Context: an optimization exercise on an open-source flow, tuned for small area. The choices shown serve that exercise and are no tape-out recipe.
At most, simulation tests tie the RTL to the original design; equivalence was not proved.
Power and IR drop assume default switching activity.

==> module apb_master, before the edit <==
module apb_master#(parameter addr_width =5 , data_width = 16) (
    input bit pclk,
    input bit preset_n,
    input logic pready,
    input logic transfer,
    input logic [data_width - 1 : 0] prdata,
    input logic [addr_width - 1 : 0] apb_paddr,
    input logic apb_control,
    output logic [addr_width - 1 : 0] paddr,
    output logic pselx,
    output bit penable,
    output logic pwrite,
    output logic [data_width - 1 : 0] apb_prdata
);
logic sel_q, en_q;
logic [data_width - 1 : 0] temp_apb_prdata;
always_ff @(posedge pclk, negedge preset_n) begin
    if (!preset_n) begin
        sel_q <= 1'b0;
        en_q  <= 1'b0;
    end else if (en_q) begin
        sel_q <= !pready;
        en_q  <= !pready;
    end else if (sel_q) begin
        sel_q <= transfer;
        en_q  <= transfer;
    end else begin
        sel_q <= transfer;
        en_q  <= 1'b0;
    end
end
assign pselx   = sel_q;
assign penable = en_q;
assign paddr   = sel_q ? apb_paddr : '0;
assign pwrite  = apb_control;
always_ff @(posedge pclk, negedge preset_n) begin
    if (!preset_n)
        temp_apb_prdata <= '0;
    else if (pready && !apb_control)
        temp_apb_prdata <= prdata;
end
assign apb_prdata = temp_apb_prdata;
endmodule
==> module apb_slave, before the edit <==
module apb_slave#(
    parameter addr_width = 5,
    parameter data_width = 16
)(
    input  logic pclk,
    input  logic preset_n,
    input  logic pselx,
    input  logic penable,
    input  logic pwrite,
    input  logic [addr_width - 1 : 0] paddr,
    input  logic [data_width - 1 : 0] pwdata,      
    output logic [data_width - 1 : 0] apb_spwdata,
    output logic [data_width - 1 : 0] prdata,
    output logic pready
);
    localparam int N = 2**addr_width;
    localparam int H = N / 2;
    localparam logic [1:0] IDLE = 2'b00, SETUP = 2'b01, ACCESS = 2'b10;
    logic [1:0] present_state, next_state;
    always_ff @(posedge pclk or negedge preset_n) begin
        if (!preset_n)
            present_state <= IDLE;
        else
            present_state <= next_state;
    end
    always_comb begin
        case (present_state)
            IDLE:    next_state = (pselx && !penable) ? SETUP : IDLE;
            SETUP:   next_state = (pselx && penable) ? ACCESS : IDLE;
            ACCESS:  next_state = !pselx ? IDLE : SETUP;
            default: next_state = IDLE;
        endcase
    end
    always_ff @(posedge pclk or negedge preset_n) begin
        if (!preset_n)
            pready <= 1'b0;
        else
            pready <= (present_state == ACCESS);
    end
    logic [data_width-1:0] ring [0:N-1];
    logic [data_width-1:0] rd_q;
    logic [addr_width-1:0] cnt;
    logic                  wr_pend, rd_pend;
    logic [addr_width-1:0] pos;
    wire                   wr    = pready && pwrite;
    wire                   rd    = pready && !pwrite;
    wire                   wr_do = wr_pend && !pos[0];
    wire                   rd_do = rd_pend && !pos[0];
    always_ff @(posedge pclk) begin
        cnt     <= cnt + 1'b1;
        wr_pend <= wr || (wr_pend && pos[0]);
        rd_pend <= rd || (rd_pend && pos[0]);
        pos     <= pready ? paddr + cnt + 1'b1 : pos + 1'b1;
    end
    logic [H-1:0] psel, wsel, wseln, rseln;
    always_comb
        for (int k = 0; k < H; k++) begin
            psel[k]  = (pos[addr_width-1:1] == k[addr_width-2:0]);
            wsel[k]  = wr_do && psel[k];
            wseln[k] = !wsel[k];
            rseln[k] = !psel[k];
        end
    for (genvar p = 0; p < N; p++) begin : g_ring
        if (p % 2 == 1) begin : g_load
            wire [data_width-1:0] a = (p % 4 == 1) ? apb_spwdata : ~apb_spwdata;
            for (genvar i = 0; i < data_width; i++) begin : g_bit
                wire d;
                apb_imux u_mux (.s(wsel[p/2]), .sn(wseln[p/2]), .a(a[i]), .b(ring[p-1][i]), .y(d));
                always_ff @(posedge pclk)
                    ring[p][i] <= d;
            end
        end else begin : g_shift
            always_ff @(posedge pclk)
                ring[p] <= ring[(p + N - 1) % N];
        end
    end
    wire wr_data = wr && pselx;
    always_ff @(posedge pclk)
        apb_spwdata <= ({data_width{wr_data}} & pwdata) | ({data_width{!wr}} & apb_spwdata);
    localparam logic [H-1:0] INV = 16'hAAAA;
    logic [data_width-1:0] rdata;
    for (genvar i = 0; i < data_width; i++) begin : g_rd
        logic [H-1:0] col;
        for (genvar k = 0; k < H; k++) begin : g_col
            assign col[k] = ring[2*k][i];
        end
        apb_rmux #(.N(H), .INV(INV)) u_rmux (.s(psel), .sn(rseln), .d(col), .y(rdata[i]));
    end
    assign prdata = rd_do ? rdata : rd_q;
    always_ff @(posedge pclk)
        rd_q <= prdata;
endmodule
==> module apb_wrapper, before the edit <==
module apb_wrapper#(parameter addr_width = 5, data_width = 16)(
    input bit pclk,                   
    input bit preset_n,               
    input logic transfer,  
    input logic [addr_width - 1 : 0] apb_paddr,  
    input logic [data_width - 1 : 0] apb_pwdata,  
    input logic apb_control ,         
    output logic [data_width - 1 : 0] apb_spwdata,   
    output logic [data_width - 1 : 0] apb_prdata  
    );
    logic [addr_width-1:0] paddr;
    logic pselx;
    bit penable;
    logic pwrite;
    logic                    pready;
    logic [data_width -1:0]  prdata;
    apb_master #(.addr_width(addr_width), .data_width(data_width)) DUT (
        .pclk(pclk),
        .preset_n(preset_n),
        .pready(pready),
        .transfer(transfer),
        .prdata(prdata),
        .apb_paddr(apb_paddr),
        .apb_control(apb_control),
        .paddr(paddr),
        .pselx(pselx),
        .penable(penable),
        .pwrite(pwrite),
        .apb_prdata(apb_prdata)
    );
     apb_slave #(
        .addr_width(addr_width),
        .data_width(data_width)
    ) dut (
        .pclk       (pclk),
        .preset_n   (preset_n),
        .pselx      (pselx),
        .penable    (penable),
        .pwrite     (pwrite),
        .paddr      (paddr),
        .pwdata     (apb_pwdata),
        .apb_spwdata(apb_spwdata),
        .prdata     (prdata),
        .pready     (pready)
    );
endmodule
export LEC_CHECK = 0
export CAP_MARGIN = 20
export CORE_MARGIN = 2
export CORE_UTILIZATION = 40
export GPL_TIMING_DRIVEN = 0
export SLEW_MARGIN = 20
export SYNTH_HIERARCHICAL = 1
export SYNTH_MINIMUM_KEEP_SIZE = 0
create_clock -name core_clock -period 5.0 [get_ports {pclk}]
standard.sh (not shown) runs the stock make flow with config.mk's settings and CLKGATE_MAP_FILE= SYNTH_SCRIPT=/design/flow/synth_recipe.tcl, a recipe that flattens the netlist after the stock synthesis.
==> flow/flow/run.sh <==
#!/bin/bash
# Layout flow: the standard flow (standard.sh) with these changes, made
# through ORFS's own variables and a wrapper around the synthesis script:
#  - synthesis: the standard flow's synthesis script unchanged, except that ABC maps the
#    logic for area (flow/abc_area.script) instead of ORFS's delay script;
#    registers are mapped before ABC runs, so they are the standard ones,
#  - clock tree synthesis without dummy loads, with clkbuf_8 buffers and
#    smaller sink clusters,
#  - port buffers of the smallest buffer cell.
# make's full output goes to standard.log here; ORFS's per-step logs stay
# under orfs/logs/.
set -euo pipefail
here=$(pwd)
flowdir=$(cd "$(dirname "$0")" && pwd)

orig=$(grep -o 'SYNTH_SCRIPT=[^ ]*' standard.sh | head -1 | cut -d= -f2-)
cat > "$here/area_synth.tcl" <<EOT
# ABC with the area script; drop the delay target and its constraints
proc abc {args} {
  set keep {}
  set skip 0
  foreach a \$args {
    if {\$skip} { set skip 0; continue }
    if {\$a in {-script -D -constr}} { set skip 1; continue }
    lappend keep \$a
  }
  yosys abc -script $flowdir/abc_area.script {*}\$keep
}
source $orig
EOT
sed "s#SYNTH_SCRIPT=[^ ]*#SYNTH_SCRIPT=$here/area_synth.tcl#" standard.sh > area_standard.sh

export CTS_ARGS="-sink_clustering_enable -repair_clock_nets -dont_use_dummy_load -buf_list sky130_fd_sc_hd__clkbuf_8 -sink_clustering_size 16 -sink_clustering_max_diameter 60"
export BUFFER_PORTS_ARGS="-buffer_cell sky130_fd_sc_hd__buf_1"
bash area_standard.sh > standard.log 2>&1
==> flow/flow/abc_area.script <==
strash
dch
amap
Change:
--- a/flow/design.v
+++ b/flow/design.v
@@ -3,17 +3,20 @@
     input bit pclk,
     input bit preset_n,
     input logic pready,
     input logic transfer,
     input logic [data_width - 1 : 0] prdata,
     input logic [addr_width - 1 : 0] apb_paddr,
+    input logic [data_width - 1 : 0] apb_pwdata,
     input logic apb_control,
     output logic [addr_width - 1 : 0] paddr,
     output logic pselx,
     output bit penable,
     output logic pwrite,
+    output logic [data_width - 1 : 0] pwdata,
+    output logic [data_width / 8 - 1 : 0] pstrb,
     output logic [data_width - 1 : 0] apb_prdata
 );
 logic sel_q, en_q;
 logic [data_width - 1 : 0] temp_apb_prdata;
 always_ff @(posedge pclk, negedge preset_n) begin
     if (!preset_n) begin
@@ -30,13 +33,15 @@
         en_q  <= 1'b0;
     end
 end
 assign pselx   = sel_q;
 assign penable = en_q;
 assign paddr   = sel_q ? apb_paddr : '0;
+assign pwdata  = (sel_q && apb_control) ? apb_pwdata : '0;
 assign pwrite  = apb_control;
+assign pstrb   = (pwrite && pselx && penable) ? '1 : '0;
 always_ff @(posedge pclk, negedge preset_n) begin
     if (!preset_n)
         temp_apb_prdata <= '0;
     else if (pready && !apb_control)
         temp_apb_prdata <= prdata;
 end
@@ -50,13 +55,13 @@
     input  logic pclk,
     input  logic preset_n,
     input  logic pselx,
     input  logic penable,
     input  logic pwrite,
     input  logic [addr_width - 1 : 0] paddr,
-    input  logic [data_width - 1 : 0] pwdata,      
+    input  logic [data_width - 1 : 0] pwdata,
     output logic [data_width - 1 : 0] apb_spwdata,
     output logic [data_width - 1 : 0] prdata,
     output logic pready
 );
     localparam int N = 2**addr_width;
     localparam int H = N / 2;
@@ -116,15 +121,16 @@
             end
         end else begin : g_shift
             always_ff @(posedge pclk)
                 ring[p] <= ring[(p + N - 1) % N];
         end
     end
-    wire wr_data = wr && pselx;
-    always_ff @(posedge pclk)
-        apb_spwdata <= ({data_width{wr_data}} & pwdata) | ({data_width{!wr}} & apb_spwdata);
+    always_ff @(posedge pclk) begin
+        if (wr)
+            apb_spwdata <= pwdata;
+    end
     localparam logic [H-1:0] INV = 16'hAAAA;
     logic [data_width-1:0] rdata;
     for (genvar i = 0; i < data_width; i++) begin : g_rd
         logic [H-1:0] col;
         for (genvar k = 0; k < H; k++) begin : g_col
             assign col[k] = ring[2*k][i];
@@ -171,38 +177,43 @@
     output logic [data_width - 1 : 0] apb_prdata  
     );
     logic [addr_width-1:0] paddr;
     logic pselx;
     bit penable;
     logic pwrite;
+    logic [data_width-1:0] pwdata;
+    logic [data_width/8-1:0] pstrb; 
     logic                    pready;
     logic [data_width -1:0]  prdata;
     apb_master #(.addr_width(addr_width), .data_width(data_width)) DUT (
         .pclk(pclk),
         .preset_n(preset_n),
         .pready(pready),
         .transfer(transfer),
         .prdata(prdata),
         .apb_paddr(apb_paddr),
+        .apb_pwdata(apb_pwdata),
         .apb_control(apb_control),
         .paddr(paddr),
         .pselx(pselx),
         .penable(penable),
         .pwrite(pwrite),
+        .pwdata(pwdata),
+        .pstrb(pstrb),
         .apb_prdata(apb_prdata)
     );
      apb_slave #(
         .addr_width(addr_width),
         .data_width(data_width)
     ) dut (
         .pclk       (pclk),
         .preset_n   (preset_n),
         .pselx      (pselx),
         .penable    (penable),
         .pwrite     (pwrite),
         .paddr      (paddr),
-        .pwdata     (apb_pwdata),
+        .pwdata     (pwdata),
         .apb_spwdata(apb_spwdata),
         .prdata     (prdata),
         .pready     (pready)
     );
 endmodule
The changed run finished with timing, DRC and antenna clean. Sequential power went down by about 4%. Synthesized area went up by about 0.6%. Setup slack improves by 0.086 ns. Count of clock-buffer cells in the layout is unchanged. Final area went up by about 0.7%.
Function not checked in the first run of this note: the RTL went through the layout flow alone.

## afterwards: timing with drivers on the ports
The results above use ideal ports. As a check the final layouts listed here were re-extracted and re-timed, cells and wires unchanged.
Step 1 sets driving cells, clkbuf_16 on the clock port and buf_2 on the other inputs (assumed; they add their load-dependent delay and slew).
Step 2 moves the port delays by t, midway between the first and last clock arrival at a register: inputs arrive t later, outputs are due t later. That takes back most of the time a late clock gives input paths.
a / b / c = ideal / step 1 / step 2; a / b = the first two.
| run | shift t [ns] | setup WS [ns] | clock arrival spread, ns |
|---|---|---|---|
| the first run | 0.617 | 0.489 / 0.489 / 0.489 | 0.049 / 0.049 |
| the second run | 0.617 | 0.575 / 0.575 / 0.575 | 0.088 / 0.089 |
After both steps setup and hold are still met in every run listed.
